This is an optimization exercise on Yosys and OpenROAD, whose aim is small area, a short achievable clock period and few clock cycles per item, not a production implementation. Function was checked by simulation only, so behaviour that the tests miss may differ from the original. No activity file was given, so power comes from the tool's default toggle rates.

## design.v

```verilog
module deserializer (
    input  wire       clk,
    input  wire       reset_n,
    input  wire       ser_in,
    input  wire       data_ready,
    input  wire       ld,
    input  wire [7:0] ld_data,
    output reg  [7:0] data_out,
    output reg        valid
);
    reg [2:0] bit_cnt;
    always @(posedge clk or negedge reset_n) begin
        if (!reset_n) begin
            bit_cnt <= 3'd0;
            valid   <= 1'b0;
        end else begin
            valid <= data_ready & (&bit_cnt);
            if (data_ready)
                bit_cnt <= bit_cnt + 3'd1;
        end
    end
    always @(posedge clk) begin
        if (ld)
            data_out <= ld_data;
        else if (data_ready)
            data_out <= {data_out[6:0], ser_in};
    end
endmodule
module controller (
    input  wire        clk,
    input  wire        reset_n,
    input  wire [1:0]  mode,
    input  wire [7:0]  sr,
    input  wire        sr_valid,
    output wire        sr_ld,
    output wire [7:0]  sr_ld_data,
    output wire [18:0] w_addr,
    output wire        w_we,
    output wire [7:0]  w_wdata,
    input  wire [7:0]  w_rdata,
    output wire [9:0]  n_addr,
    output wire        n_we,
    output wire [7:0]  n_wdata,
    input  wire [7:0]  n_rdata,
    output wire [9:0]  b_addr,
    output wire        b_we,
    output wire [7:0]  b_wdata,
    input  wire [7:0]  b_rdata,
    output wire [9:0]  p1_addr,
    output wire        p1_we,
    output wire [7:0]  p1_wdata,
    input  wire [7:0]  p1_rdata,
    output wire [9:0]  p2_addr,
    output wire        p2_we,
    output wire [7:0]  p2_wdata,
    input  wire [7:0]  p2_rdata,
    output reg  [3:0]  result_data,
    output reg         result_valid,
    output reg  [7:0]  result_score
);
    reg [1:0]  mq;
    reg [8:0]  X;
    reg [9:0]  Y;
    reg        L2, L3;
    reg        run, busy;
    reg        f1, f2, f3;
    reg        lp1, lp2, lp3, lp4, lp5;
    reg [7:0]  wq, xq;
    reg [15:0] ps, pc, acc;
    wire [15:0] ms, mc;
    mul8_cs u_mul (.a(wq), .b(xq), .s(ms), .c(mc));
    wire L1  = ~L2 & ~L3;
    wire ldw = (mq == 2'b01);
    wire ldb = (mq == 2'b10);
    wire inf = (mq == 2'b11);
    wire stepW = sr_valid & ldw;
    wire stepB = sr_valid & ldb;
    wire stepR = sr_valid & inf & ~busy;
    wire step  = stepW | stepB | run;
    wire y_end    = L2 ? (Y == 10'd934) : L1 ? (Y == 10'd784) : (Y == 10'd935);
    wire x_end    = L2 ? (X == 9'd300)  : L1 ? (X == 9'd299)  : (X == 9'd312);
    wire in_last  = L2 ? x_end : y_end;
    wire out_last = L2 ? y_end : x_end;
    wire in_slot  = L2 ? (X == 9'd0) : L1 ? (Y == 10'd0) : (Y == 10'd785);
    wire il       = stepB | in_last;
    wire drain_done = busy & ~run & lp5;
    wire newlayer = (step & il & out_last & ~run) | drain_done;
    assign w_addr   = {X, Y};
    assign n_addr   = Y;
    assign p1_addr  = {1'b0, X};
    assign w_wdata  = sr;
    assign n_wdata  = sr;
    assign p1_wdata = sr;
    assign w_we     = stepW | stepB;
    assign n_we     = stepR | (lp5 & L2);
    assign p1_we    = lp5 & L1;
    assign b_addr   = 10'd0;
    assign b_we     = 1'b0;
    assign b_wdata  = 8'd0;
    assign p2_addr  = 10'd0;
    assign p2_we    = 1'b0;
    assign p2_wdata = 8'd0;
    always @(posedge clk or negedge reset_n) begin
        if (!reset_n) begin
            mq   <= 2'b00;
            X    <= 9'd0;
            Y    <= 10'd1;
            L2   <= 1'b0;
            L3   <= 1'b0;
            run  <= 1'b0;
            busy <= 1'b0;
        end else begin
            mq <= mode;
            if (newlayer) begin
                if (L1) begin
                    L2 <= 1'b1; X <= {8'd0, ldw}; Y <= 10'd785;
                end else if (L2) begin
                    L2 <= 1'b0; L3 <= 1'b1; X <= 9'd303; Y <= ldw ? 10'd786 : 10'd785;
                end else begin
                    L3 <= 1'b0; X <= 9'd0; Y <= {9'd0, ~ldw}; busy <= 1'b0;
                end
                run <= busy & ~L3;
            end else if (step) begin
                if (!il) begin
                    if (L2) X <= X + 9'd1;
                    else    Y <= Y + 10'd1;
                end else begin
                    if (L2) begin
                        X <= {8'd0, ldw};
                        Y <= Y + 10'd1;
                    end else begin
                        Y <= L1 ? {9'd0, ldw} : (ldw ? 10'd786 : 10'd785);
                        X <= X + 9'd1;
                    end
                    if (out_last) run <= 1'b0;
                end
            end else if (stepR) begin
                if (y_end) begin
                    Y <= 10'd0; run <= 1'b1; busy <= 1'b1;
                end else begin
                    Y <= Y + 10'd1;
                end
            end
        end
    end
    always @(posedge clk or negedge reset_n) begin
        if (!reset_n) begin
            lp1 <= 1'b0; lp2 <= 1'b0; lp3 <= 1'b0; lp4 <= 1'b0; lp5 <= 1'b0;
            result_valid <= 1'b0;
        end else begin
            lp1 <= run & in_last;
            lp2 <= lp1; lp3 <= lp2; lp4 <= lp3; lp5 <= lp4;
            result_valid <= drain_done & L3;
        end
    end
    always @(posedge clk) begin
        f1 <= run & in_slot;
        f2 <= f1;
        f3 <= f2;
        wq <= w_rdata;
        xq <= f1 ? 8'd1 : L2 ? p1_rdata : n_rdata;
        ps <= ms;
        pc <= mc;
        acc <= (acc & {16{~f3}}) + ps + pc;
    end
    wire signed [7:0] h = acc[15:8];
    reg  [7:0] sig;
    always @(*) begin
        if (h < -8'sd24)
            sig = 8'd0;
        else if (h < -8'sd12)
            sig = h + 8'd34;
        else if (h < 8'sd12)
            sig = 8'd128 + {h[7], h[7:1]};
        else if (h < 8'sd24)
            sig = h + 8'd233;
        else
            sig = 8'd255;
    end
    assign sr_ld      = lp4;
    assign sr_ld_data = sig;
    wire first_out = (X[3:0] == 4'd0);
    always @(posedge clk) begin
        if (lp5 & L3 & (first_out | (sr > result_score))) begin
            result_score <= sr;
            result_data  <= first_out ? 4'hF : X[3:0];
        end
    end
endmodule
module mul8_cs (
    input  wire [7:0]  a,
    input  wire [7:0]  b,
    output wire [15:0] s,
    output wire [15:0] c
);
    wire [63:0] pp;
    wire t1, t2, t3, t4, t5, t6, t7, t8, t9, t10, t11, t12, t13, t14, t15, t16, t17, t18, t19, t20, t21, t22, t23, t24, t25, t26, t27, t28, t29, t30, t31, t32, t33, t34, t35, t36, t37, t38, t39, t40, t41, t42, t43, t44, t45, t46, t47, t48, t49, t50, t51, t52, t53, t54, t55, t56, t57, t58, t59, t60, t61, t62, t63, t64, t65, t66, t67, t68, t69, t70, t71, t72, t73, t74, t75, t76, t77, t78, t79, t80, t81, t82, t83, t84;
    assign pp[0] = a[0] & b[0];
    assign pp[1] = a[1] & b[0];
    assign pp[2] = a[2] & b[0];
    assign pp[3] = a[3] & b[0];
    assign pp[4] = a[4] & b[0];
    assign pp[5] = a[5] & b[0];
    assign pp[6] = a[6] & b[0];
    assign pp[7] = a[7] & b[0];
    assign pp[8] = a[0] & b[1];
    assign pp[9] = a[1] & b[1];
    assign pp[10] = a[2] & b[1];
    assign pp[11] = a[3] & b[1];
    assign pp[12] = a[4] & b[1];
    assign pp[13] = a[5] & b[1];
    assign pp[14] = a[6] & b[1];
    assign pp[15] = a[7] & b[1];
    assign pp[16] = a[0] & b[2];
    assign pp[17] = a[1] & b[2];
    assign pp[18] = a[2] & b[2];
    assign pp[19] = a[3] & b[2];
    assign pp[20] = a[4] & b[2];
    assign pp[21] = a[5] & b[2];
    assign pp[22] = a[6] & b[2];
    assign pp[23] = a[7] & b[2];
    assign pp[24] = a[0] & b[3];
    assign pp[25] = a[1] & b[3];
    assign pp[26] = a[2] & b[3];
    assign pp[27] = a[3] & b[3];
    assign pp[28] = a[4] & b[3];
    assign pp[29] = a[5] & b[3];
    assign pp[30] = a[6] & b[3];
    assign pp[31] = a[7] & b[3];
    assign pp[32] = a[0] & b[4];
    assign pp[33] = a[1] & b[4];
    assign pp[34] = a[2] & b[4];
    assign pp[35] = a[3] & b[4];
    assign pp[36] = a[4] & b[4];
    assign pp[37] = a[5] & b[4];
    assign pp[38] = a[6] & b[4];
    assign pp[39] = a[7] & b[4];
    assign pp[40] = a[0] & b[5];
    assign pp[41] = a[1] & b[5];
    assign pp[42] = a[2] & b[5];
    assign pp[43] = a[3] & b[5];
    assign pp[44] = a[4] & b[5];
    assign pp[45] = a[5] & b[5];
    assign pp[46] = a[6] & b[5];
    assign pp[47] = a[7] & b[5];
    assign pp[48] = a[0] & b[6];
    assign pp[49] = a[1] & b[6];
    assign pp[50] = a[2] & b[6];
    assign pp[51] = a[3] & b[6];
    assign pp[52] = a[4] & b[6];
    assign pp[53] = a[5] & b[6];
    assign pp[54] = a[6] & b[6];
    assign pp[55] = a[7] & b[6];
    assign pp[56] = a[0] & b[7];
    assign pp[57] = a[1] & b[7];
    assign pp[58] = a[2] & b[7];
    assign pp[59] = a[3] & b[7];
    assign pp[60] = a[4] & b[7];
    assign pp[61] = a[5] & b[7];
    assign pp[62] = a[6] & b[7];
    assign pp[63] = a[7] & b[7];
    assign t1 = pp[6] ^ pp[13];
    assign t2 = pp[6] & pp[13];
    assign t3 = pp[7] ^ pp[14] ^ pp[21];
    assign t4 = (pp[7] & pp[14]) | (pp[21] & (pp[7] ^ pp[14]));
    assign t5 = pp[28] ^ pp[35];
    assign t6 = pp[28] & pp[35];
    assign t7 = pp[15] ^ pp[22] ^ pp[29];
    assign t8 = (pp[15] & pp[22]) | (pp[29] & (pp[15] ^ pp[22]));
    assign t9 = pp[36] ^ pp[43];
    assign t10 = pp[36] & pp[43];
    assign t11 = pp[23] ^ pp[30] ^ pp[37];
    assign t12 = (pp[23] & pp[30]) | (pp[37] & (pp[23] ^ pp[30]));
    assign t13 = pp[4] ^ pp[11];
    assign t14 = pp[4] & pp[11];
    assign t15 = pp[5] ^ pp[12] ^ pp[19];
    assign t16 = (pp[5] & pp[12]) | (pp[19] & (pp[5] ^ pp[12]));
    assign t17 = pp[26] ^ pp[33];
    assign t18 = pp[26] & pp[33];
    assign t19 = t1 ^ pp[20] ^ pp[27];
    assign t20 = (t1 & pp[20]) | (pp[27] & (t1 ^ pp[20]));
    assign t21 = pp[34] ^ pp[41] ^ pp[48];
    assign t22 = (pp[34] & pp[41]) | (pp[48] & (pp[34] ^ pp[41]));
    assign t23 = t3 ^ t5 ^ pp[42];
    assign t24 = (t3 & t5) | (pp[42] & (t3 ^ t5));
    assign t25 = pp[49] ^ pp[56] ^ t2;
    assign t26 = (pp[49] & pp[56]) | (t2 & (pp[49] ^ pp[56]));
    assign t27 = t7 ^ t9 ^ pp[50];
    assign t28 = (t7 & t9) | (pp[50] & (t7 ^ t9));
    assign t29 = pp[57] ^ t4 ^ t6;
    assign t30 = (pp[57] & t4) | (t6 & (pp[57] ^ t4));
    assign t31 = t11 ^ pp[44] ^ pp[51];
    assign t32 = (t11 & pp[44]) | (pp[51] & (t11 ^ pp[44]));
    assign t33 = pp[58] ^ t8 ^ t10;
    assign t34 = (pp[58] & t8) | (t10 & (pp[58] ^ t8));
    assign t35 = pp[31] ^ pp[38] ^ pp[45];
    assign t36 = (pp[31] & pp[38]) | (pp[45] & (pp[31] ^ pp[38]));
    assign t37 = pp[52] ^ pp[59] ^ t12;
    assign t38 = (pp[52] & pp[59]) | (t12 & (pp[52] ^ pp[59]));
    assign t39 = pp[39] ^ pp[46] ^ pp[53];
    assign t40 = (pp[39] & pp[46]) | (pp[53] & (pp[39] ^ pp[46]));
    assign t41 = pp[3] ^ pp[10];
    assign t42 = pp[3] & pp[10];
    assign t43 = t13 ^ pp[18] ^ pp[25];
    assign t44 = (t13 & pp[18]) | (pp[25] & (t13 ^ pp[18]));
    assign t45 = t15 ^ t17 ^ pp[40];
    assign t46 = (t15 & t17) | (pp[40] & (t15 ^ t17));
    assign t47 = t19 ^ t21 ^ t16;
    assign t48 = (t19 & t21) | (t16 & (t19 ^ t21));
    assign t49 = t23 ^ t25 ^ t20;
    assign t50 = (t23 & t25) | (t20 & (t23 ^ t25));
    assign t51 = t27 ^ t29 ^ t24;
    assign t52 = (t27 & t29) | (t24 & (t27 ^ t29));
    assign t53 = t31 ^ t33 ^ t28;
    assign t54 = (t31 & t33) | (t28 & (t31 ^ t33));
    assign t55 = t35 ^ t37 ^ t32;
    assign t56 = (t35 & t37) | (t32 & (t35 ^ t37));
    assign t57 = t39 ^ pp[60] ^ t36;
    assign t58 = (t39 & pp[60]) | (t36 & (t39 ^ pp[60]));
    assign t59 = pp[47] ^ pp[54] ^ pp[61];
    assign t60 = (pp[47] & pp[54]) | (pp[61] & (pp[47] ^ pp[54]));
    assign t61 = pp[2] ^ pp[9];
    assign t62 = pp[2] & pp[9];
    assign t63 = t41 ^ pp[17] ^ pp[24];
    assign t64 = (t41 & pp[17]) | (pp[24] & (t41 ^ pp[17]));
    assign t65 = t43 ^ pp[32] ^ t42;
    assign t66 = (t43 & pp[32]) | (t42 & (t43 ^ pp[32]));
    assign t67 = t45 ^ t14 ^ t44;
    assign t68 = (t45 & t14) | (t44 & (t45 ^ t14));
    assign t69 = t47 ^ t18 ^ t46;
    assign t70 = (t47 & t18) | (t46 & (t47 ^ t18));
    assign t71 = t49 ^ t22 ^ t48;
    assign t72 = (t49 & t22) | (t48 & (t49 ^ t22));
    assign t73 = t51 ^ t26 ^ t50;
    assign t74 = (t51 & t26) | (t50 & (t51 ^ t26));
    assign t75 = t53 ^ t30 ^ t52;
    assign t76 = (t53 & t30) | (t52 & (t53 ^ t30));
    assign t77 = t55 ^ t34 ^ t54;
    assign t78 = (t55 & t34) | (t54 & (t55 ^ t34));
    assign t79 = t57 ^ t38 ^ t56;
    assign t80 = (t57 & t38) | (t56 & (t57 ^ t38));
    assign t81 = t59 ^ t40 ^ t58;
    assign t82 = (t59 & t40) | (t58 & (t59 ^ t40));
    assign t83 = pp[55] ^ pp[62] ^ t60;
    assign t84 = (pp[55] & pp[62]) | (t60 & (pp[55] ^ pp[62]));
    assign s = {1'b0, pp[63], t83, t81, t79, t77, t75, t73, t71, t69, t67, t65, t63, t61, pp[1], pp[0]};
    assign c = {1'b0, t84, t82, t80, t78, t76, t74, t72, t70, t68, t66, t64, t62, pp[16], pp[8], 1'b0};
endmodule
module mlp_top (
    input  wire        clk,
    input  wire        reset_n,
    input  wire        ser_data,
    input  wire        data_ready,
    input  wire [1:0]  mode,
    output wire [18:0] w_addr,
    output wire        w_we,
    output wire [7:0]  w_wdata,
    input  wire [7:0]  w_rdata,
    output wire [9:0]  n_addr,
    output wire        n_we,
    output wire [7:0]  n_wdata,
    input  wire [7:0]  n_rdata,
    output wire [9:0]  b_addr,
    output wire        b_we,
    output wire [7:0]  b_wdata,
    input  wire [7:0]  b_rdata,
    output wire [9:0]  p1_addr,
    output wire        p1_we,
    output wire [7:0]  p1_wdata,
    input  wire [7:0]  p1_rdata,
    output wire [9:0]  p2_addr,
    output wire        p2_we,
    output wire [7:0]  p2_wdata,
    input  wire [7:0]  p2_rdata,
    output wire [3:0]  result_data,
    output wire        result_valid,
    output wire [7:0]  result_score
);
    wire [7:0] sr;
    wire       sr_valid;
    wire       sr_ld;
    wire [7:0] sr_ld_data;
    deserializer u_des (
        .clk(clk),
        .reset_n(reset_n),
        .ser_in(ser_data),
        .data_ready(data_ready),
        .ld(sr_ld),
        .ld_data(sr_ld_data),
        .data_out(sr),
        .valid(sr_valid)
    );
    controller mlp (
        .clk(clk),
        .reset_n(reset_n),
        .mode(mode),
        .sr(sr),
        .sr_valid(sr_valid),
        .sr_ld(sr_ld),
        .sr_ld_data(sr_ld_data),
        .w_addr(w_addr), .w_we(w_we), .w_wdata(w_wdata), .w_rdata(w_rdata),
        .n_addr(n_addr), .n_we(n_we), .n_wdata(n_wdata), .n_rdata(n_rdata),
        .b_addr(b_addr), .b_we(b_we), .b_wdata(b_wdata), .b_rdata(b_rdata),
        .p1_addr(p1_addr), .p1_we(p1_we), .p1_wdata(p1_wdata), .p1_rdata(p1_rdata),
        .p2_addr(p2_addr), .p2_we(p2_we), .p2_wdata(p2_wdata), .p2_rdata(p2_rdata),
        .result_data(result_data),
        .result_valid(result_valid),
        .result_score(result_score)
    );
endmodule
```

## run.sh

```bash
#!/bin/bash
# synth_recipe.tcl (not shown) runs the flow's synth.tcl, then flattens the netlist and writes it again
# the make line also repeats each setting of config.mk as NAME=value (left out here)
make -C /OpenROAD-flow-scripts/flow DESIGN_CONFIG=/design/flow/config.mk WORK_HOME=/design/flow/orfs CLKGATE_MAP_FILE= SYNTH_SCRIPT=/design/flow/synth_recipe.tcl finish
```

## config.mk

```make
export PLATFORM = sky130hd
export DESIGN_NAME = mlp_top
export DESIGN_NICKNAME = mlp_top
export VERILOG_FILES = /design/flow/design.v
export SDC_FILE = /design/flow/constraint.sdc
export NUM_CORES = 4
export LEC_CHECK = 0
export CAP_MARGIN = 20
export CORE_MARGIN = 2
export CORE_UTILIZATION = 40
export SETUP_SLACK_MARGIN = 4.4
export SLEW_MARGIN = 20
```

## constraint.sdc

```tcl
create_clock -name core_clock -period 7.0 [get_ports {clk}]
set_input_delay 1.4000 -clock core_clock [delete_from_list [all_inputs] [get_ports {clk}]]
set_output_delay 1.4000 -clock core_clock [all_outputs]
set_load 0.01 [all_outputs]
```

==> results of run 1 <==
-- state kept, by name, summed over array words and instances (netlist names), 2 cells and up --
signal and count:
mlp.Y 10, mlp.ps 15, mlp.X 9, mlp.mq 2, mlp.xq 8, mlp.result_data 4
u_des.bit_cnt 3, mlp.pc 14, mlp.wq 8, u_des.data_out 8, mlp.result_score 8, mlp.acc 16
-- critical path, cell delays in order, from the launching register on --
cell,delay [ns]
dfxtp_4,0.37
nor2b_4,0.11
fa_1,0.42
ha_2,0.21
fa_2,0.34
a211o_1,0.30
a21oi_2,0.17
o21ai_2,0.08
a41o_1,0.23
o41ai_4,0.23
o21bai_1,0.10
a21oi_1,0.18
xnor2_1,0.13
-- where the power goes --
group | internal [W] | total [W] | switching, W
combinational | 0.000846 | 0.00164 | 0.000798
clock | 0.000534 | 0.000862 | 0.000328
sequential | 0.000847 | 0.000968 | 0.000121
-- routing by layer --
layer,vias up,part of all wire,routed length (um)
met3,23,0.054,914
met4,0,0.013,226
met1,2796,0.48,8119
met2,185,0.46,7753
li1,2875,-,-
met5,-,0,0
-- final timing paths --
| check | endpoint | slack, ns | depth (start not counted) |
|---|---|---|---|
| max | mlp.acc[15] | 4.06 | 12 |
| min | mlp.f3 | 0.32 | 0 |
| max reg2reg | mlp.acc[15] | 4.06 | 12 |
| min reg2reg | mlp.f3 | 0.32 | 0 |
| max in group asynchronous | mlp.L3 | 5.26 | 2 |
| min in group asynchronous | mlp.X[8] | 1.40 | 2 |
-- layout make-up --
class | count | area (um^2)
inverters | 69 | 271.5
multi-input cells | 543 | 4521
clock inverters | 12 | 113.9
clock buffers | 20 | 479.2
repair buffers | 189 | 1653
well taps | 260 | 325.3
flip-flops and latches | 119 | 2810
fillers | 1687 | 8657
-- metrics by stage --
| step | std cells | power [W] | area [um^2] |
|---|---|---|---|
| detailed placement | 1099 | 0.002354 | 8721 |
| global placement | 1099 | 0.002337 | 8721 |
| finish | 1212 | 0.003474 | 10170 |
| global route | 1212 | 0.003756 | 10170 |
| floorplan | 819 | 0.002084 | 7944 |
| CTS | 1184 | 0.003358 | 9778 |
-- cells by family after synthesis --
family / Yosys count / share of synthesized area
simple gates: 228 / 0.1593
mux: 15 / 0.02017
other cells: 1 / 0.0004837
compound gates: 151 / 0.1354
xor+xnor: 18 / 0.02034
fa+ha+maj: 91 / 0.1953
buf+inv: 158 / 0.1131
flops: 119 / 0.3559
-- cells in the mapped netlist (4+ instances only) --
library cell | n | area share
buf_4 | 75 | 0.073
inv_1 | 68 | 0.033
dfxtp_1 | 64 | 0.17
fa_1 | 50 | 0.13
nand2_1 | 50 | 0.024
and2_1 | 46 | 0.037
ha_1 | 41 | 0.066
dfrtp_1 | 34 | 0.11
o21ai_0 | 32 | 0.021
a21oi_1 | 30 | 0.019
nor2_1 | 29 | 0.014
nor2b_1 | 24 | 0.019
edfxtp_1 | 20 | 0.077
nand3_1 | 19 | 0.012
and3_1 | 12 | 0.0097
mux2i_1 | 12 | 0.015
xnor2_1 | 12 | 0.014
o22ai_1 | 11 | 0.0089
nor3_1 | 10 | 0.0065
clkbuf_1 | 9 | 0.0044
nand2b_1 | 9 | 0.0073
o21a_1 | 9 | 0.0087
a22o_1 | 8 | 0.0090
a21o_1 | 7 | 0.0068
a211o_1 | 6 | 0.0068
a31oi_1 | 6 | 0.0048
nand4_1 | 6 | 0.0048
or2_2 | 6 | 0.0048
xor2_1 | 6 | 0.0068
o21ai_1 | 5 | 0.0032
a21boi_0 | 4 | 0.0039
-- repair_timing --
| item | in CTS | in global routing |
|---|---|---|
| resized for setup | 150 | 67 |
| gates cloned | 1 | 1 |
| pin swaps | 27 | 29 |
| setup buffers | 52 | 27 |
| endpoints found under the setup margin | 124 | 72 |
| hold buffers | 0 | 0 |
==> impl_metrics.toml, run 1 <==
[clocking]
clock_sinks = 119
htreeDepth = 4
clk_pin_slew_worst_paths_ns = 0.05
root_buffer = "clkbuf_16"
clk_path_buf_depth = 2
insertion_delay_ns = 0.42
cts-buffers-inserted = 17
cts_tree = "built"

[sta]
post-route-period-util = 0.4204
tns_ns = 0
slew_violations = 0
period_minus_slack_ns = 2.943
rsz0062_at_grt = "true"
hold_viol_final = 0
max_freq_mhz = 339.8
hold-worst-slack_ns = 0.3238
skew_ns = 0.008949
slew_headroom = 0.5467
worst_pin_slew_ns = 0.6754
setup_viol = 0
setup_slack_ns = 4.057

[min_path]
hp-start = "mlp.f2"
hold_class = "flop to flop"

[placed_design]
portBuffers = 107
hpwl_um = 11550
gp_congestion = 0.8214
place_ws_ns = 3.633

[outcome]
status = "finished clean"

[die]
pin_count = 163
start_util = 0.4117
dieHeight_um = 143.2
rows = 50
dieWidth_um = 143.2
die_area_um2 = 20510
core_area_um2 = 18830

[finish]
final_nets = 1076
finalCoreUtilization = 0.5403
mostFrequentLayoutCells = "buf_4 (73), inv_1 (65), dfxtp_1 (55)"
num_antenna_cells = 0
final_common_cell = "buf_4"
area_growth_syn_to_layout_pct = 31.23
drive_gt1_frac = 0.2269

[yosys]
ys_ff_latch = 119
synthCells = 781
yosysWarnings = 2
yosysSeqAreaShare = 0.3559
synthesis.area_um2 = 7752
synth_edf_count = 20
ys.flop_type = "dfxtp_1"
postSynthAreaPerCell_um2 = 9.926
async_reset_ff_frac = 0.2941
ys_types = 72

[setup_path]
worst-endpoint-required_ns = 7.35
crit_fanout = 5
endpoint_kind = "flop"
arrival_ns = 3.29
crit_type = "flop to flop"
crit_start = "mlp.f3"
r2r_start = "mlp.f3"
startpoint_type = "flop"

[grt]
grtUsageMet1 = 0.2444
grtUsageMet2 = 0.2543
grt_overflow_total = 0
antenna_found_initial = 0
grt.met3_usage = 0.03890
grt_pass1_vias = 5538
grt_use_total = 0.1700
grt_pass1_wl_um = 27670
busiest_layer = "met2"
grt_max_degree = 36

[route]
routed_wl_um = 17010
vias_per_cell = 4.851
antenna_left = 0
drt_iter0_drc = 366
route.vias.total = 5879
wl_per_cell_um = 14.04
drc = 0
dr.pass1.iters = 5

[job]
cap_viol_max_count = 0

[power_and_ir_drop]
cellPowerDensity_nw_per_um2 = 341.4
power.leakage_nw = 4.678
ir_worst_vdd_v = 0.0002318
Testbench counts, summed over its fixed seeds: cycles 2,307,584, images 8.
==> run 2, diff against run 1 <==
--- a/design.v
+++ b/design.v
@@ -7,7 +7,9 @@
     input  wire [7:0] ld_data,
     output reg  [7:0] data_out,
+    output wire       last_bit,
     output reg        valid
 );
     reg [2:0] bit_cnt;
+    assign last_bit = data_ready & (&bit_cnt);
     always @(posedge clk or negedge reset_n) begin
         if (!reset_n) begin
@@ -15,5 +17,5 @@
             valid   <= 1'b0;
         end else begin
-            valid <= data_ready & (&bit_cnt);
+            valid <= last_bit;
             if (data_ready)
                 bit_cnt <= bit_cnt + 3'd1;
@@ -33,12 +35,13 @@
     input  wire [7:0]  sr,
     input  wire        sr_valid,
+    input  wire        sr_last,
     output wire        sr_ld,
     output wire [7:0]  sr_ld_data,
     output wire [18:0] w_addr,
-    output wire        w_we,
+    output reg         w_we,
     output wire [7:0]  w_wdata,
     input  wire [7:0]  w_rdata,
     output wire [9:0]  n_addr,
-    output wire        n_we,
+    output reg         n_we,
     output wire [7:0]  n_wdata,
     input  wire [7:0]  n_rdata,
@@ -48,5 +51,5 @@
     input  wire [7:0]  b_rdata,
     output wire [9:0]  p1_addr,
-    output wire        p1_we,
+    output reg         p1_we,
     output wire [7:0]  p1_wdata,
     input  wire [7:0]  p1_rdata,
@@ -59,4 +62,9 @@
     output reg  [7:0]  result_score
 );
+    localparam [8:0] X_0   = 9'd1,   X_1   = 9'd2,   X_299 = 9'd116,
+                     X_300 = 9'd233, X_303 = 9'd329, X_312 = 9'd471;
+    localparam [9:0] Y_0   = 10'd1,   Y_1   = 10'd2,   Y_784 = 10'd970,
+                     Y_785 = 10'd916, Y_786 = 10'd809, Y_934 = 10'd142,
+                     Y_935 = 10'd284;
     reg [1:0]  mq;
     reg [8:0]  X;
@@ -68,6 +76,9 @@
     reg [7:0]  wq, xq;
     reg [15:0] ps, pc, acc;
+    reg        cy;
     wire [15:0] ms, mc;
     mul8_cs u_mul (.a(wq), .b(xq), .s(ms), .c(mc));
+    wire [8:0] Xn = {X[7:0], X[8] ^ X[4]};
+    wire [9:0] Yn = {Y[8:0], Y[9] ^ Y[6]};
     wire L1  = ~L2 & ~L3;
     wire ldw = (mq == 2'b01);
@@ -78,9 +89,9 @@
     wire stepR = sr_valid & inf & ~busy;
     wire step  = stepW | stepB | run;
-    wire y_end    = L2 ? (Y == 10'd934) : L1 ? (Y == 10'd784) : (Y == 10'd935);
-    wire x_end    = L2 ? (X == 9'd300)  : L1 ? (X == 9'd299)  : (X == 9'd312);
+    wire y_end    = L2 ? (Y == Y_934) : L1 ? (Y == Y_784) : (Y == Y_935);
+    wire x_end    = L2 ? (X == X_300) : L1 ? (X == X_299) : (X == X_312);
     wire in_last  = L2 ? x_end : y_end;
     wire out_last = L2 ? y_end : x_end;
-    wire in_slot  = L2 ? (X == 9'd0) : L1 ? (Y == 10'd0) : (Y == 10'd785);
+    wire in_slot  = L2 ? (X == X_0) : L1 ? (Y == Y_0) : (Y == Y_785);
     wire il       = stepB | in_last;
     wire drain_done = busy & ~run & lp5;
@@ -92,7 +103,4 @@
     assign n_wdata  = sr;
     assign p1_wdata = sr;
-    assign w_we     = stepW | stepB;
-    assign n_we     = stepR | (lp5 & L2);
-    assign p1_we    = lp5 & L1;
     assign b_addr   = 10'd0;
     assign b_we     = 1'b0;
@@ -104,6 +112,6 @@
         if (!reset_n) begin
             mq   <= 2'b00;
-            X    <= 9'd0;
-            Y    <= 10'd1;
+            X    <= X_0;
+            Y    <= Y_1;
             L2   <= 1'b0;
             L3   <= 1'b0;
@@ -114,22 +122,22 @@
             if (newlayer) begin
                 if (L1) begin
-                    L2 <= 1'b1; X <= {8'd0, ldw}; Y <= 10'd785;
+                    L2 <= 1'b1; X <= ldw ? X_1 : X_0; Y <= Y_785;
                 end else if (L2) begin
-                    L2 <= 1'b0; L3 <= 1'b1; X <= 9'd303; Y <= ldw ? 10'd786 : 10'd785;
+                    L2 <= 1'b0; L3 <= 1'b1; X <= X_303; Y <= ldw ? Y_786 : Y_785;
                 end else begin
-                    L3 <= 1'b0; X <= 9'd0; Y <= {9'd0, ~ldw}; busy <= 1'b0;
+                    L3 <= 1'b0; X <= X_0; Y <= ldw ? Y_0 : Y_1; busy <= 1'b0;
                 end
                 run <= busy & ~L3;
             end else if (step) begin
                 if (!il) begin
-                    if (L2) X <= X + 9'd1;
-                    else    Y <= Y + 10'd1;
+                    if (L2) X <= Xn;
+                    else    Y <= Yn;
                 end else begin
                     if (L2) begin
-                        X <= {8'd0, ldw};
-                        Y <= Y + 10'd1;
+                        X <= ldw ? X_1 : X_0;
+                        Y <= Yn;
                     end else begin
-                        Y <= L1 ? {9'd0, ldw} : (ldw ? 10'd786 : 10'd785);
-                        X <= X + 9'd1;
+                        Y <= L1 ? (ldw ? Y_1 : Y_0) : (ldw ? Y_786 : Y_785);
+                        X <= Xn;
                     end
                     if (out_last) run <= 1'b0;
@@ -137,7 +145,7 @@
             end else if (stepR) begin
                 if (y_end) begin
-                    Y <= 10'd0; run <= 1'b1; busy <= 1'b1;
+                    Y <= Y_0; run <= 1'b1; busy <= 1'b1;
                 end else begin
-                    Y <= Y + 10'd1;
+                    Y <= Yn;
                 end
             end
@@ -148,10 +156,22 @@
             lp1 <= 1'b0; lp2 <= 1'b0; lp3 <= 1'b0; lp4 <= 1'b0; lp5 <= 1'b0;
             result_valid <= 1'b0;
+            w_we  <= 1'b0;
+            n_we  <= 1'b0;
+            p1_we <= 1'b0;
         end else begin
             lp1 <= run & in_last;
             lp2 <= lp1; lp3 <= lp2; lp4 <= lp3; lp5 <= lp4;
             result_valid <= drain_done & L3;
+            w_we  <= sr_last & (ldw | ldb);
+            n_we  <= (sr_last & inf & ~busy) | (lp4 & L2);
+            p1_we <= lp4 & L1;
         end
     end
+    wire [15:0] a0  = acc & {16{~f3}};
+    wire        cy0 = cy & ~f3;
+    wire [15:0] s3  = a0 ^ ps ^ pc;
+    wire [15:0] c3  = {(a0[14:0] & ps[14:0]) | (a0[14:0] & pc[14:0]) | (ps[14:0] & pc[14:0]), 1'b0};
+    wire [8:0]  lo  = {1'b0, s3[7:0]} + {1'b0, c3[7:0]};
+    wire [8:0]  hi  = {s3[15:8], 1'b1} + {c3[15:8], cy0};
     always @(posedge clk) begin
         f1 <= run & in_slot;
@@ -162,7 +182,8 @@
         ps <= ms;
         pc <= mc;
-        acc <= (acc & {16{~f3}}) + ps + pc;
+        acc <= {hi[8:1], lo[7:0]};
+        cy  <= lo[8];
     end
-    wire signed [7:0] h = acc[15:8];
+    wire signed [7:0] h = acc[15:8] + {7'd0, cy};
     reg  [7:0] sig;
     always @(*) begin
@@ -180,9 +201,26 @@
     assign sr_ld      = lp4;
     assign sr_ld_data = sig;
-    wire first_out = (X[3:0] == 4'd0);
+    wire [3:0] key = {X[6], X[5], X[3], X[0]};
+    reg  [3:0] idx;
+    always @(*) begin
+        case (key)
+            4'b0001: idx = 4'hF;    
+            4'b0101: idx = 4'd1;
+            4'b1011: idx = 4'd2;
+            4'b0010: idx = 4'd3;
+            4'b0111: idx = 4'd4;
+            4'b1110: idx = 4'd5;
+            4'b1101: idx = 4'd6;
+            4'b1111: idx = 4'd7;
+            4'b1001: idx = 4'd8;
+            4'b0110: idx = 4'd9;
+            default: idx = 4'd0;
+        endcase
+    end
+    wire first_out = (key == 4'b0001);
     always @(posedge clk) begin
         if (lp5 & L3 & (first_out | (sr > result_score))) begin
             result_score <= sr;
-            result_data  <= first_out ? 4'hF : X[3:0];
+            result_data  <= idx;
         end
     end
@@ -379,4 +417,5 @@
     wire [7:0] sr;
     wire       sr_valid;
+    wire       sr_last;
     wire       sr_ld;
     wire [7:0] sr_ld_data;
@@ -389,4 +428,5 @@
         .ld_data(sr_ld_data),
         .data_out(sr),
+        .last_bit(sr_last),
         .valid(sr_valid)
     );
@@ -397,4 +437,5 @@
         .sr(sr),
         .sr_valid(sr_valid),
+        .sr_last(sr_last),
         .sr_ld(sr_ld),
         .sr_ld_data(sr_ld_data),
==> run 2 against run 1 <==
Sequential cell count up 4. Final cell count rose by 4.9%. Clock skew grew 0.0012 ns. Power is 3.2% higher. Cell area is 4.6% higher. Non-clock buffer count rose by 7. Clock power is 1% higher. Hold slack gained 0.00087 ns. Critical endpoint is now mlp.run. Largest cell class unchanged.
==> impl_metrics.toml, run 2 <==
[die]
rows = 52
dieHeight_um = 147.0
pin_count = 163
start_util = 0.4056
dieWidth_um = 147.0
die_area_um2 = 21610
core_area_um2 = 20170

[setup_path]
crit_type = "flop to flop"
arrival_ns = 3.01
rrSetupSlack_ns = 4.28
worst-endpoint-required_ns = 7.30
endpoint_kind = "flop"
startpoint_type = "flop"
r2r_start = "mlp.L2"
rr_worst_depth = 9
crit_fanout = 5
regToRegEndpoint = "mlp.run"

[yosys]
ys_top_cells_by_count = "buf_4 (76), inv_1 (72), nand2_1 (69)"
synthTopCellsByArea = "dfxtp_1 (16%), fa_1 (12%), dfrtp_1 (11%), ha_1 (7.6%), edfxtp_1 (7.3%)"
postSynthAreaPerCell_um2 = 9.857
synth_top_cell_by_area = "dfxtp_1"
ys.flop_type = "dfxtp_1"
async_reset_ff_frac = 0.3089
yosysWarnings = 2
synthCells = 830
ys_ff_latch = 123
yosysSeqAreaShare = 0.3490
synth_top_area_frac = 0.1590
ys_types = 83
yosysMostFrequentCell = "buf_4"
synthesis.area_um2 = 8182
synth_edf_count = 20

[clocking]
clk_path_buf_depth = 2
ctsHoldBuffers = 0
root_buffer = "clkbuf_16"
htreeDepth = 4
cts-buffers-inserted = 17
clock_sinks = 123
cts_tree = "built"
clk_pin_slew_worst_paths_ns = 0.06
insertion_delay_ns = 0.42

[sta]
tns_ns = 0
max_freq_mhz = 368.1
slew_violations = 0
hold-worst-slack_ns = 0.3247
hold_viol_final = 0
slew_headroom = 0.4329
post-route-period-util = 0.3881
skew_ns = 0.01019
worst_pin_slew_ns = 0.8506
setup_slack_ns = 4.283
period_minus_slack_ns = 2.717
setup_viol = 0
rsz0062_at_grt = "true"

[route]
wl_per_cell_um = 14.50
vias_per_cell = 4.816
drc = 0
antenna_left = 0
drt_iter0_drc = 320
routed_wl_um = 18420
route.vias.total = 6121
dr.pass1.iters = 5

[grt]
grt_pass1_wl_um = 30020
grt_max_degree = 39
grt_use_total = 0.1743
grt_overflow_total = 0
grt_pass1_vias = 5971
antenna_found_initial = 0

[finish]
final_cells = 1271
largest_register_ffs = 16
top_register = "mlp.acc"
num_antenna_cells = 0
final_nets = 1135
drive_gt1_frac = 0.2418
reg.largest.list = "mlp.acc: 16 flops, mlp.ps: 15 flops, mlp.pc: 14 flops"
area_growth_syn_to_layout_pct = 30.02
final_common_cell = "buf_4"
mostFrequentLayoutCells = "buf_4 (74), inv_1 (71), nand2_1 (68)"

[placed_design]
dpl.cell_count = 1150
hpwl_um = 12330
place_ws_ns = 3.850
gp_congestion = 0.8438
portBuffers = 107

[power_and_ir_drop]
ir_worst_vdd_v = 0.0002279
power.leakage_nw = 4.873
cellPowerDensity_nw_per_um2 = 337.0
power.total_w = 0.003585

[job]
cap_viol_max_count = 0

[outcome]
status = "finished clean"

[min_path]
worstHoldEndpoint = "mlp.f3"
hp-start = "mlp.f2"
hold_class = "flop to flop"
whs_path_depth = 0
run 2: cell count changes in the layout (fill, tap and decap cells not counted), moves of 7 or more:
cell	change
a22o_1	-8
nor2_1	+23
o21ai_0	-11
nand2_1	+19
and3_1	-9
o22ai_1	-9
xnor2_1	+7
ha_1	+8
dlygate4sd2_1	-8
run 2: report_power, final:
part	internal, W	switching, W	leakage, nW	total (W)
sequential	0.000896	0.000140	1.20	0.00104
combinational	0.000824	0.000851	3.39	0.00168
clock	0.000529	0.000345	0.274	0.000874
total	0.00225	0.00134	4.87	0.00359
run 2: what timing repair did:
item | in CTS | in global routing
pin swaps | 18 | 22
endpoints found under the setup margin | 122 | 72
setup buffers | 73 | 14
resized for setup | 165 | 79
gates cloned | 1 | 0
run 2: logic make-up (layout without fill, tap and decap cells):
family | after synthesis | after routing | share of synthesized area
compound gates | 126 | 127 | 0.1083
xor+xnor | 29 | 29 | 0.03288
fa+ha+maj | 101 | 101 | 0.2013
buf+inv | 169 | 301 | 0.1145
flops | 123 | 123 | 0.3490
mux | 22 | 22 | 0.02814
other cells | 1 | 39 | 0.0004583
simple gates | 259 | 259 | 0.1655
run 2: worst max-delay path by stage:
stage	from	endpoint	cells after the start
finish	mlp.L2	mlp.run	9
global route	mlp.L2	mlp.run	8
floorplan	mlp.L2	mlp.run	10
global placement	mlp.L2	mlp.Y[4]	8
detailed placement	mlp.L2	mlp.Y[4]	8
CTS	mlp.X[4]	mlp.run	9
run 2: layer usage:
layer	global-route usage	routed length [um]	share of wire	up-vias
met4	0.05817	292	0.016	0
met2	0.2709	8375	0.45	199
met3	0.03820	963	0.052	28
met1	0.2427	8793	0.48	2922
li1	-	-	-	2972
met5	0	0	0	-
run 2: critical path: stages (launching register included):
cell      delay [ns]
dfrtp_2         0.47
inv_8           0.09
ha_4            0.19
or4bb_4         0.54
a21oi_4         0.17
nand2_4         0.08
o32ai_4         0.32
a21oi_4         0.13
a211oi_2        0.27
mux2_1          0.33
run 2: layout make-up:
cell class / instances / area (um^2)
fillers: 1836 / 9532
multi-input cells: 577 / 4848
repair buffers: 196 / 1670
clock inverters: 15 / 162.7
clock buffers: 17 / 425.4
flip-flops and latches: 123 / 2912
well taps: 270 / 337.8
inverters: 73 / 281.5
run 2: per-stage QoR:
stage               utilization  area, um^2
detailed placement       0.4522        9121
CTS                      0.5133       10350
finish                   0.5274       10640
global placement         0.4522        9121
global route             0.5274       10640
floorplan                     -        8381
Testbench counts of run 2, summed over its fixed seeds: cycles 2,307,584, images 8.
==> run 3, diff against run 2 <==
==> flow/run.sh (new file) <==
#!/bin/bash
# The standard layout (standard.sh), with buf_1 as the buffer that
# buffer_ports puts on every input and output port, in place of the cell it
# would pick by itself; timing repair still resizes it where timing needs.
# The make run's full output goes to standard.log; ORFS keeps each step's
# own log under orfs/logs/.
set -euo pipefail
export BUFFER_PORTS_ARGS="-buffer_cell sky130_fd_sc_hd__buf_1"
bash standard.sh > standard.log 2>&1
==> standard.sh (new file) <==
#!/bin/bash
# synth_recipe.tcl (not shown) runs the flow's synth.tcl, then flattens the netlist and writes it again
# the make line also repeats each setting of config.mk as NAME=value (left out here)
make -C /OpenROAD-flow-scripts/flow DESIGN_CONFIG=/design/flow/config.mk WORK_HOME=/design/flow/orfs CLKGATE_MAP_FILE= SYNTH_SCRIPT=/design/flow/synth_recipe.tcl "${@:-finish}"
removed: run.sh
==> run 3 against run 2 <==
Sequential cell count is the same. Hold slack better by 0.00099 ns. Combinational power is 11% lower. Non-clock buffer count is 60 lower. Cell area down 9.5%. Via count down 6.0%. Largest power group unchanged.
==> impl_metrics.toml, run 3 <==
[finish]
final_nets = 1074
final_common_cell = "buf_1"
reg.largest.list = "mlp.acc: 16 flops, mlp.ps: 15 flops, mlp.pc: 14 flops"
drive_gt1_frac = 0.1606
fillers = 1921
top_register = "mlp.acc"
num_antenna_cells = 0
mostFrequentLayoutCells = "buf_1 (104), inv_1 (69), nand2_1 (68)"
largest_register_ffs = 16
area_growth_syn_to_layout_pct = 17.66

[route]
dr.pass1.iters = 5
wl_per_cell_um = 14.00
routed_wl_um = 16940
route.vias.total = 5754
drt_iter0_drc = 287
antenna_left = 0
vias_per_cell = 4.755
drc = 0

[die]
core_area_um2 = 20170
pin_count = 163
die_area_um2 = 21610
dieHeight_um = 147.0
rows = 52
start_util = 0.4056
dieWidth_um = 147.0

[yosys]
yosysMostFrequentCell = "buf_4"
yosysSeqAreaShare = 0.3490
synth_top_area_frac = 0.1590
synth_edf_count = 20
synthTopCellsByArea = "dfxtp_1 (16%), fa_1 (12%), dfrtp_1 (11%), ha_1 (7.6%), edfxtp_1 (7.3%)"
synthCells = 830
ys_types = 83
ys.flop_type = "dfxtp_1"
postSynthAreaPerCell_um2 = 9.857
ys_top_cells_by_count = "buf_4 (76), inv_1 (72), nand2_1 (69)"
yosysWarnings = 2
async_reset_ff_frac = 0.3089
ys_ff_latch = 123
synthesis.area_um2 = 8182
synth_top_cell_by_area = "dfxtp_1"

[sta]
period_minus_slack_ns = 2.683
hold_viol_final = 0
max_freq_mhz = 372.7
setup_viol = 0
worst_pin_slew_ns = 0.8853
rsz0062_at_grt = "true"
skew_ns = 0.01252
slew_violations = 0
slew_headroom = 0.4098
post-route-period-util = 0.3833
tns_ns = 0

[power_and_ir_drop]
power.total_w = 0.003551
cellPowerDensity_nw_per_um2 = 368.9
power.leakage_nw = 4.207
ir_worst_vdd_v = 0.0002268

[setup_path]
arrival_ns = 2.98
crit_type = "flop to flop"
startpoint_type = "flop"
cp_common_cell = "fa_1"
endpoint_kind = "flop"
cp_top_family = "adder cells"
crit_fanout = 5
worst-endpoint-required_ns = 7.29
slowest_delay_ns = 0.52
worstPathCellList = "and2_4 -> fa_1 -> inv_1 -> fa_1 -> inv_1 -> fa_1 -> fa_2"
cp_slowest_cell = "fa_1"
critical_path_buf_inv_count = 2

[grt]
grt_use_total = 0.1625
grt_pass1_wl_um = 28060
grt_overflow_total = 0
antenna_found_initial = 0
grt_max_degree = 39
grt_pass1_vias = 5506

[clocking]
insertion_delay_ns = 0.42
cts_tree = "built"
clk_pin_slew_worst_paths_ns = 0.06
clock_sinks = 123
clk_path_buf_depth = 2
htreeDepth = 4
root_buffer = "clkbuf_16"
cts-buffers-inserted = 17

[placed_design]
gp_congestion = 0.8202
hpwl_um = 11730
portBuffers = 107

[min_path]
hold_class = "flop to flop"

[outcome]
status = "finished clean"

[job]
cap_viol_max_count = 0
run 3: cell counts after synthesis:
Identical to the previous run, type by type.
run 3: worst paths after layout:
kind                                   to  startpoint  depth (start not counted)  slack (ns)
worst max register to register  mlp.ps[9]   mlp.wq[5]                          7        4.32
worst min register to register     mlp.f3      mlp.f2                          0        0.33
worst max-delay path            mlp.ps[9]   mlp.wq[5]                          7        4.32
worst min-delay path               mlp.f3      mlp.f2                          0        0.33
min in group asynchronous        mlp.Y[8]     reset_n                          1        1.10
max in group asynchronous          mlp.L3     reset_n                          1        5.28
run 3: per-stage QoR:
stage	area, um^2	worst slack (ns)	utilization	hold slack, ns	std cells
global route	9627	4.259	0.4773	0.3414	1210
floorplan	8381	4.289	-	0.3095	868
CTS	9445	4.297	0.4683	0.3294	1207
global placement	8458	3.847	0.4194	0.3105	1150
detailed placement	8458	3.896	0.4194	0.3192	1150
finish	9627	4.317	0.4773	0.3257	1210
run 3: area by class of cell:
type                            count  area (um^2)  area share
Clock inverter                     15        246.5     0.02560
Multi-Input combinational cell    576         4785      0.4970
Clock buffer                       17        425.4     0.04419
Inverter                           73        281.5     0.02924
Sequential cell                   123         2895      0.3008
Timing Repair Buffer              136        655.6     0.06811
Tap cell                          270        337.8     0.03509
run 3: worst register-to-register path, delay by kind of cell (launching register included):
kind | cells | cell delay, ns
adder cells (fa/ha/maj) | 4 | 1.94
buffers and inverters | 2 | 0.10
flip-flops | 1 | 0.36
AND/OR/NAND/NOR | 1 | 0.16
run 3: what timing repair did:
action | 4_1_cts | 5_1_grt
setup buffers | 25 | 3
hold buffers | 0 | 0
resized for setup | 32 | 50
setup endpoints to repair | 52 | 45
pin swaps | 14 | 21
run 3: metal layers:
metal | vias to the layer above | routed length (um) | GRT usage
met5 | - | 0 | 0
met4 | 0 | 238 | 0.05625
met3 | 13 | 807 | 0.03354
met2 | 178 | 7741 | 0.2502
met1 | 2713 | 8154 | 0.2290
li1 | 2850 | - | -
run 3: logic make-up (layout without fill, tap and decap cells):
kind of cell | count (synthesis) | count (layout) | synth area share
AOI/OAI and AO/OA | 126 | 126 | 0.1083
and+or+nand+nor | 259 | 259 | 0.1655
adders and majority gates | 101 | 101 | 0.2013
xor gates and xnor gates | 29 | 29 | 0.03288
muxes | 22 | 22 | 0.02814
DFF | 123 | 123 | 0.3490
buffers and inverters | 169 | 241 | 0.1145
other | 1 | 39 | 0.0004583
run 3: report_power, final:
group	total, W	internal [W]	switching (W)
registers	0.00106	0.000891	0.000171
clock network	0.000996	0.000668	0.000328
logic	0.00149	0.000698	0.000796
==> run 4, diff against run 3 <==
--- a/design.v
+++ b/design.v
@@ -62,9 +62,9 @@
     output reg  [7:0]  result_score
 );
-    localparam [8:0] X_0   = 9'd1,   X_1   = 9'd2,   X_299 = 9'd116,
-                     X_300 = 9'd233, X_303 = 9'd329, X_312 = 9'd471;
-    localparam [9:0] Y_0   = 10'd1,   Y_1   = 10'd2,   Y_784 = 10'd970,
-                     Y_785 = 10'd916, Y_786 = 10'd809, Y_934 = 10'd142,
-                     Y_935 = 10'd284;
+    localparam [8:0] X_0   = 9'd1,   X_1   = 9'd2,   X_298 = 9'd314,
+                     X_299 = 9'd116, X_303 = 9'd329, X_311 = 9'd491;
+    localparam [9:0] Y_0   = 10'd1,   Y_1   = 10'd2,   Y_783 = 10'd997,
+                     Y_785 = 10'd916, Y_786 = 10'd809, Y_933 = 10'd583,
+                     Y_934 = 10'd142;
     reg [1:0]  mq;
     reg [8:0]  X;
@@ -72,4 +72,5 @@
     reg        L2, L3;
     reg        run, busy;
+    reg        IL, OL;      
     reg        f1, f2, f3;
     reg        lp1, lp2, lp3, lp4, lp5;
@@ -89,12 +90,10 @@
     wire stepR = sr_valid & inf & ~busy;
     wire step  = stepW | stepB | run;
-    wire y_end    = L2 ? (Y == Y_934) : L1 ? (Y == Y_784) : (Y == Y_935);
-    wire x_end    = L2 ? (X == X_300) : L1 ? (X == X_299) : (X == X_312);
-    wire in_last  = L2 ? x_end : y_end;
-    wire out_last = L2 ? y_end : x_end;
+    wire il_next  = L2 ? (X == X_299) : L1 ? (Y == Y_783) : (Y == Y_934);
+    wire ol_next  = L2 ? (Y == Y_933) : L1 ? (X == X_298) : (X == X_311);
     wire in_slot  = L2 ? (X == X_0) : L1 ? (Y == Y_0) : (Y == Y_785);
-    wire il       = stepB | in_last;
+    wire il       = stepB | IL;
     wire drain_done = busy & ~run & lp5;
-    wire newlayer = (step & il & out_last & ~run) | drain_done;
+    wire newlayer = (step & il & OL & ~run) | drain_done;
     assign w_addr   = {X, Y};
     assign n_addr   = Y;
@@ -118,4 +117,6 @@
             run  <= 1'b0;
             busy <= 1'b0;
+            IL   <= 1'b0;
+            OL   <= 1'b0;
         end else begin
             mq <= mode;
@@ -129,9 +130,14 @@
                 end
                 run <= busy & ~L3;
+                IL  <= 1'b0;
+                OL  <= 1'b0;
             end else if (step) begin
                 if (!il) begin
                     if (L2) X <= Xn;
                     else    Y <= Yn;
+                    IL <= il_next;
                 end else begin
+                    IL <= 1'b0;
+                    OL <= ol_next;
                     if (L2) begin
                         X <= ldw ? X_1 : X_0;
@@ -141,11 +147,11 @@
                         X <= Xn;
                     end
-                    if (out_last) run <= 1'b0;
+                    if (OL) run <= 1'b0;
                 end
             end else if (stepR) begin
-                if (y_end) begin
-                    Y <= Y_0; run <= 1'b1; busy <= 1'b1;
+                if (IL) begin
+                    Y <= Y_0; run <= 1'b1; busy <= 1'b1; IL <= 1'b0;
                 end else begin
-                    Y <= Yn;
+                    Y <= Yn; IL <= il_next;
                 end
             end
@@ -160,5 +166,5 @@
             p1_we <= 1'b0;
         end else begin
-            lp1 <= run & in_last;
+            lp1 <= run & IL;
             lp2 <= lp1; lp3 <= lp2; lp4 <= lp3; lp5 <= lp4;
             result_valid <= drain_done & L3;
==> run 4 against run 3 <==
Clock skew down 0.00059 ns. Combinational power about the same. Sequential share of layout area up 1.6 points. Clock-buffer cell count unchanged. Via count up 0.50%. Clock power down 7.9%. Non-clock buffer count down 17. Critical endpoint is now mlp.ps[7].
==> impl_metrics.toml, run 4 <==
[placed_design]
hpwl_um = 11240
portBuffers = 107
gp_congestion = 0.8137
place_ws_ns = 4.150

[die]
rows = 52
die_area_um2 = 21700
start_util = 0.4074
dieHeight_um = 147.3
dieWidth_um = 147.3
core_area_um2 = 20170
pin_count = 163

[route]
met3_length_um = 619
wl_met1_um = 7606
drc = 0
antenna_left = 0
drt_iter0_drc = 314
dr.pass1.iters = 4
vias_per_cell = 4.686
dr_wl_met2_um = 6778
routed_wl_um = 15220
route.vias.total = 5783
highest_layer = "met4"
wl_per_cell_um = 12.33

[sta]
post-route-period-util = 0.3804
slew_headroom = 0.3919
tns_ns = 0
hold_viol_final = 0
rsz0062_at_grt = "true"
slew_violations = 0
setup_slack_ns = 4.337
skew_ns = 0.01194
max_freq_mhz = 375.6
worst_pin_slew_ns = 0.9121
setup_viol = 0
period_minus_slack_ns = 2.663

[clocking]
ctsHoldBuffers = 0
root_buffer = "clkbuf_16"
insertion_delay_ns = 0.43
cts-buffers-inserted = 17
htreeDepth = 4
clk_pin_slew_worst_paths_ns = 0.06
clk_path_buf_depth = 2
cts_tree = "built"
clock_sinks = 125

[grt]
antenna_found_initial = 0
grt_pass1_wl_um = 25740
grt_use_total = 0.1454
grt_overflow_total = 0
grt_pass1_vias = 5260
grt_max_degree = 41

[yosys]
yosysSeqAreaShare = 0.3536
postSynthAreaPerCell_um2 = 9.423
synthesis.area_um2 = 8217
synth_mux_area_frac = 0.01888
synthCells = 872
synthXorXnorAreaFrac = 0.02452
ys_top_cells_by_count = "inv_1 (114), nand2_1 (79), buf_4 (75)"
synthTopCellsByArea = "dfxtp_1 (16%), fa_1 (12%), dfrtp_1 (12%), edfxtp_1 (7.3%), ha_1 (7.2%)"
synth_fa_ha_area_frac = 0.1958
ys.flop_type = "dfxtp_1"
yosysMostFrequentCell = "inv_1"
synth_top_cell_by_area = "dfxtp_1"
synth_top_family_by_area = "adder cells"
synth_compound_area_frac = 0.1093
synth_edf_count = 20
async_reset_ff_frac = 0.3200
synth_top_area_frac = 0.1584
synthSimpleGateAreaFrac = 0.1646
ys_ff_latch = 125
yosysWarnings = 2
ys_types = 69

[finish]
area_growth_syn_to_layout_pct = 13.07
top_register = "mlp.acc"
multi_input_area_um2 = 4462
largest_register_ffs = 16
reg.largest.list = "mlp.acc: 16 flops, mlp.ps: 15 flops, mlp.pc: 14 flops"
fillers = 1954
mostFrequentLayoutCells = "inv_1 (113), buf_1 (106), nand2_1 (74)"
final_common_cell = "inv_1"
final-seq-area_um2 = 2947
drive_gt1_frac = 0.09855
final_nets = 1095
num_antenna_cells = 0

[setup_path]
startpoint_type = "flop"
slowest_delay_ns = 0.52
crit_fanout = 4
worstPathCellList = "nand2_2 -> fa_1 -> inv_1 -> fa_2 -> inv_1 -> fa_1 -> inv_1 -> fa_1"
endpoint_kind = "flop"
crit_type = "flop to flop"
cp_slowest_cell = "fa_1"
arrival_ns = 2.96
worst-endpoint-required_ns = 7.30

[power_and_ir_drop]
seqPwrFrac = 0.309
p_comb_frac = 0.427
cellPowerDensity_nw_per_um2 = 373.4
clkPwrFrac = 0.264
p_int_w = 0.002126
ir_worst_vdd_v = 0.0002531
power.leakage_nw = 4.106
switching_share = 0.3872
p_sw_w = 0.001343

[job]
cap_viol_max_count = 0

[min_path]
hold_class = "flop to flop"

[outcome]
status = "finished clean"
run 4: critical path: cells and delay by family (launching register included):
kind	cells	cell delay (ns)
adder cells (fa/ha/maj)	4	1.96
flip-flops	1	0.37
buffers and inverters	3	0.15
AND/OR/NAND/NOR	1	0.06
run 4: stage by stage:
step | std cells | hold WS, ns | area, um^2 | power, W | utilization
after floorplan | 910 | 0.3096 | 8381 | 0.002264 | -
after global placement | 1191 | 0.3111 | 8473 | 0.002468 | 0.4201
after detailed placement | 1191 | 0.3178 | 8473 | 0.002496 | 0.4201
after CTS | 1232 | 0.3303 | 9205 | 0.003441 | 0.4564
after global routing | 1234 | 0.3306 | 9290 | 0.003779 | 0.4606
final | 1234 | 0.3263 | 9290 | 0.003469 | 0.4606
run 4: timing repair:
item / CTS / global route
gates resized for setup: 20 / 21
endpoints found under the setup margin: 53 / 38
hold endpoints to repair: 0 / 0
pin swaps: 8 / 10
setup buffers: 9 / 2
run 4: worst paths after layout:
kind,depth (start not counted),slack [ns],from,end
worst max register to register,8,4.34,mlp.wq[7],mlp.ps[7]
worst max-delay path,8,4.34,mlp.wq[7],mlp.ps[7]
max in group asynchronous,1,5.27,reset_n,mlp.X[6]
worst min register to register,0,0.33,mlp.f2,mlp.f3
min in group asynchronous,1,1.11,reset_n,mlp.X[4]
worst min-delay path,0,0.33,mlp.f2,mlp.f3
run 4: cell families (layout without fill, tap and decap cells):
| logic type | Yosys count | after routing |
|---|---|---|
| simple gates | 260 | 260 |
| buf+inv | 213 | 267 |
| compound gates | 137 | 137 |
| flops | 125 | 125 |
| fa+ha+maj | 98 | 98 |
| xor+xnor | 23 | 23 |
| mux | 15 | 15 |
| other cells | 1 | 39 |
run 4: layer usage:
layer  up-vias  track usage
met2       132       0.2143
met4         0      0.05000
met5         -            0
met1      2706       0.2125
li1       2925            -
met3        20      0.03012
run 4: power by group through the flow:
stage	registers (W)	logic [W]	clock network (W)
after floorplan	0.00103	0.00124	0
after global placement	0.00108	0.00139	0
after detailed placement	0.00108	0.00141	0
after CTS	0.00107	0.00144	0.000936
after global routing	0.00110	0.00171	0.000968
final	0.00107	0.00148	0.000917
run 4: area by class of cell:
class | count | share of cell area
sequential | 125 | 0.3172
clock inverter | 15 | 0.02047
multi-input combinational | 572 | 0.4803
inverter | 116 | 0.04687
tap | 270 | 0.03636
timing repair buffer | 119 | 0.05306
clock buffer | 17 | 0.04579
Testbench counts of run 4, summed over its fixed seeds: cycles 2,307,584, images 8.
==> run 5, diff against run 4 <==
==> flow/run.sh (replaced) <==
#!/bin/bash
# The standard layout (standard.sh) with two changes:
# - buffer_ports puts buf_1 on every input and output port, in place of the
#   cell it would pick by itself; timing repair still resizes it where
#   timing needs;
# - clock tree synthesis builds the tree from a clkbuf_16 root and clkbuf_8
#   buffers, without dummy loads.
# The make run's full output goes to standard.log; ORFS keeps each step's
# own log under orfs/logs/.
set -euo pipefail
export BUFFER_PORTS_ARGS="-buffer_cell sky130_fd_sc_hd__buf_1"
export CTS_ARGS="-sink_clustering_enable -repair_clock_nets -dont_use_dummy_load -root_buf sky130_fd_sc_hd__clkbuf_16 -buf_list sky130_fd_sc_hd__clkbuf_8"
bash standard.sh > standard.log 2>&1
==> run 5 against run 4 <==
Synthesized cell count did not move. Still clean on timing, DRC and antenna. Hold slack gained 0.0013 ns. Largest cell class unchanged. Clock skew grew 0.032 ns. Via count fell by 1.1%. Non-clock buffer count grew 3. Sequential share of layout area up 1.1 points.
==> impl_metrics.toml, run 5 <==
[outcome]
status = "finished clean"

[grt]
grt_max_degree = 41
grt_pass1_wl_um = 25370
grt_pass1_vias = 5222
antenna_found_initial = 0
grt_use_total = 0.1435
grt_overflow_total = 0

[setup_path]
crit_fanout = 6
rrSetupSlack_ns = 4.32
arrival_ns = 2.90
endpoint_kind = "flop"
rr_worst_depth = 8
startpoint_type = "flop"
regToRegEndpoint = "mlp.ps[7]"
worst-endpoint-required_ns = 7.22
r2r_start = "mlp.wq[5]"
crit_type = "flop to flop"

[yosys]
synth_edf_count = 20
postSynthAreaPerCell_um2 = 9.423
yosysSeqAreaShare = 0.3536
ys_ff_latch = 125
synth_top_area_frac = 0.1584
synth_top_cell_by_area = "dfxtp_1"
async_reset_ff_frac = 0.3200
ys.flop_type = "dfxtp_1"
synthCells = 872
synthesis.area_um2 = 8217
ys_types = 69
yosysMostFrequentCell = "inv_1"
synthTopCellsByArea = "dfxtp_1 (16%), fa_1 (12%), dfrtp_1 (12%), edfxtp_1 (7.3%), ha_1 (7.2%)"
ys_top_cells_by_count = "inv_1 (114), nand2_1 (79), buf_4 (75)"
yosysWarnings = 2

[route]
wl_per_cell_um = 12.32
route.vias.total = 5721
drt_iter0_drc = 291
drc = 0
routed_wl_um = 15050
vias_per_cell = 4.682
dr.pass1.iters = 4
antenna_left = 0

[sta]
rsz0062_at_grt = "true"
tns_ns = 0
hold_viol_final = 0
skew_ns = 0.04434
slew_violations = 0
slew_headroom = 0.3902
post-route-period-util = 0.3827
worst_pin_slew_ns = 0.9148
period_minus_slack_ns = 2.679
max_freq_mhz = 373.3
setup_viol = 0
hold-worst-slack_ns = 0.3276

[die]
pin_count = 163
dieWidth_um = 147.3
rows = 52
die_area_um2 = 21700
core_area_um2 = 20170
start_util = 0.4074
dieHeight_um = 147.3

[power_and_ir_drop]
power.leakage_nw = 3.949
ir_worst_vdd_v = 0.0002143
cellPowerDensity_nw_per_um2 = 336.4

[min_path]
hp-start = "mlp.f2"
hold_class = "flop to flop"
whs_path_depth = 0
worstHoldEndpoint = "mlp.f3"

[clocking]
clk_path_buf_depth = 2
root_buffer = "clkbuf_16"
insertion_delay_ns = 0.39
clk_pin_slew_worst_paths_ns = 0.06
cts_tree = "built"
cts-buffers-inserted = 17
clock_sinks = 125
htreeDepth = 4

[job]
cap_viol_max_count = 0

[finish]
area_growth_syn_to_layout_pct = 9.121
final_area_um2 = 8966
reg.largest.list = "mlp.acc: 16 flops, mlp.ps: 15 flops, mlp.pc: 14 flops"
final_common_cell = "inv_1"
mostFrequentLayoutCells = "inv_1 (109), buf_1 (106), nand2_1 (74)"
num_antenna_cells = 0
fillers = 1987
final_nets = 1098
multi_input_area_um2 = 4481
largest_register_ffs = 16
final-seq-area_um2 = 2944
top_register = "mlp.acc"
drive_gt1_frac = 0.09244

[placed_design]
dpl_cell_area_um2 = 8473
portBuffers = 107
gp_congestion = 0.8137
hpwl_um = 11240
run 5: metal layers:
layer  vias to the layer above  GRT usage  share of wire
li1                       2908          -              -
met1                      2681     0.2083           0.51
met2                       118     0.2129           0.44
met3                        14    0.03199          0.035
met4                         0    0.04615          0.012
met5                         -          0              0
run 5: logic make-up after synthesis:
| family | count (synthesis) | synth area share |
|---|---|---|
| buf+inv | 213 | 0.1328 |
| fa+ha+maj | 98 | 0.1958 |
| simple gates | 260 | 0.1646 |
| other cells | 1 | 0.0004564 |
| compound gates | 137 | 0.1093 |
| xor+xnor | 23 | 0.02452 |
| flops | 125 | 0.3536 |
| mux | 15 | 0.01888 |
run 5: worst max-delay path by stage:
| stage | startpoint | end | slack, ns | cells past startpoint |
|---|---|---|---|---|
| final | mlp.wq[5] | mlp.ps[7] | 4.32 | 8 |
| after global placement | mlp.acc[9] | mlp.acc[13] | 4.19 | 10 |
| after floorplan | mlp.wq[7] | mlp.ps[8] | 4.39 | 8 |
| after global routing | mlp.wq[5] | mlp.ps[7] | 4.24 | 8 |
| after CTS | mlp.wq[5] | mlp.ps[7] | 4.31 | 8 |
| after detailed placement | mlp.f3 | mlp.acc[7] | 4.15 | 12 |
run 5: power by group:
group          switching, W  internal, W  total, W
Combinational      0.000796     0.000682   0.00148
Sequential         0.000175     0.000899   0.00107
Clock              0.000237     0.000227  0.000464
Total               0.00121      0.00181   0.00302
run 5: area by class of cell:
cell class                      instances  area share
Clock buffer                           17     0.02735
Multi-Input combinational cell        572      0.4997
Sequential cell                       125      0.3284
Tap cell                              270     0.03768
Timing Repair Buffer                  122     0.05833
Inverter                              116     0.04856
run 5: worst max-delay path, stage by stage (launching register included):
cell	delay [ns]
dfxtp_4	0.37
nand2_2	0.06
fa_1	0.52
inv_1	0.05
fa_2	0.52
inv_1	0.05
fa_1	0.50
inv_1	0.05
fa_1	0.42
run 5: metrics by stage:
| step | setup slack, ns | power (W) | utilization | cells |
|---|---|---|---|---|
| floorplan | 4.391 | 0.002264 | - | 910 |
| global placement | 4.190 | 0.002468 | 0.4201 | 1191 |
| detailed placement | 4.150 | 0.002496 | 0.4201 | 1191 |
| CTS | 4.305 | 0.002982 | 0.4367 | 1214 |
| global route | 4.237 | 0.003322 | 0.4445 | 1222 |
| finish | 4.321 | 0.003016 | 0.4445 | 1222 |
run 5: timing repair:
item	4_1_cts	5_1_grt
endpoints found under the setup margin	49	38
resized for setup	18	31
pin swaps	2	13
setup buffers	6	8
hold buffers	0	0

## separate check: timing with driven ports
The flow's constraints put no driver on any port. The routed layouts listed below were extracted and timed again, unchanged, in two steps. Step 1, drivers: a clkbuf_16 drives clk and a buf_2 each remaining input, both assumed. Step 2 times the ports against the registers' clock, not the clock port: input delays grow and output delays shrink by t, the midpoint of the rising clock arrivals with the driver on. a / b / c = no drivers / after step 1 / after step 2; a / b = the first two.
| run | t, ns | setup WS [ns] | worst slew at a driven data input, ns |
|---|---|---|---|
| run 1 | 0.458 | 4.057 / 4.057 / 4.057 | 0.05 |
| run 2 | 0.457 | 4.283 / 4.283 / 4.283 | 0.07 |
| run 3 | 0.462 | 4.317 / 4.317 / 4.317 | 0.04 |
| run 4 | 0.464 | 4.337 / 4.337 / 4.337 | 0.04 |
| run 5 | 0.409 | 4.321 / 4.321 / 4.321 | 0.04 |
After both steps setup and hold are still met in every run listed.
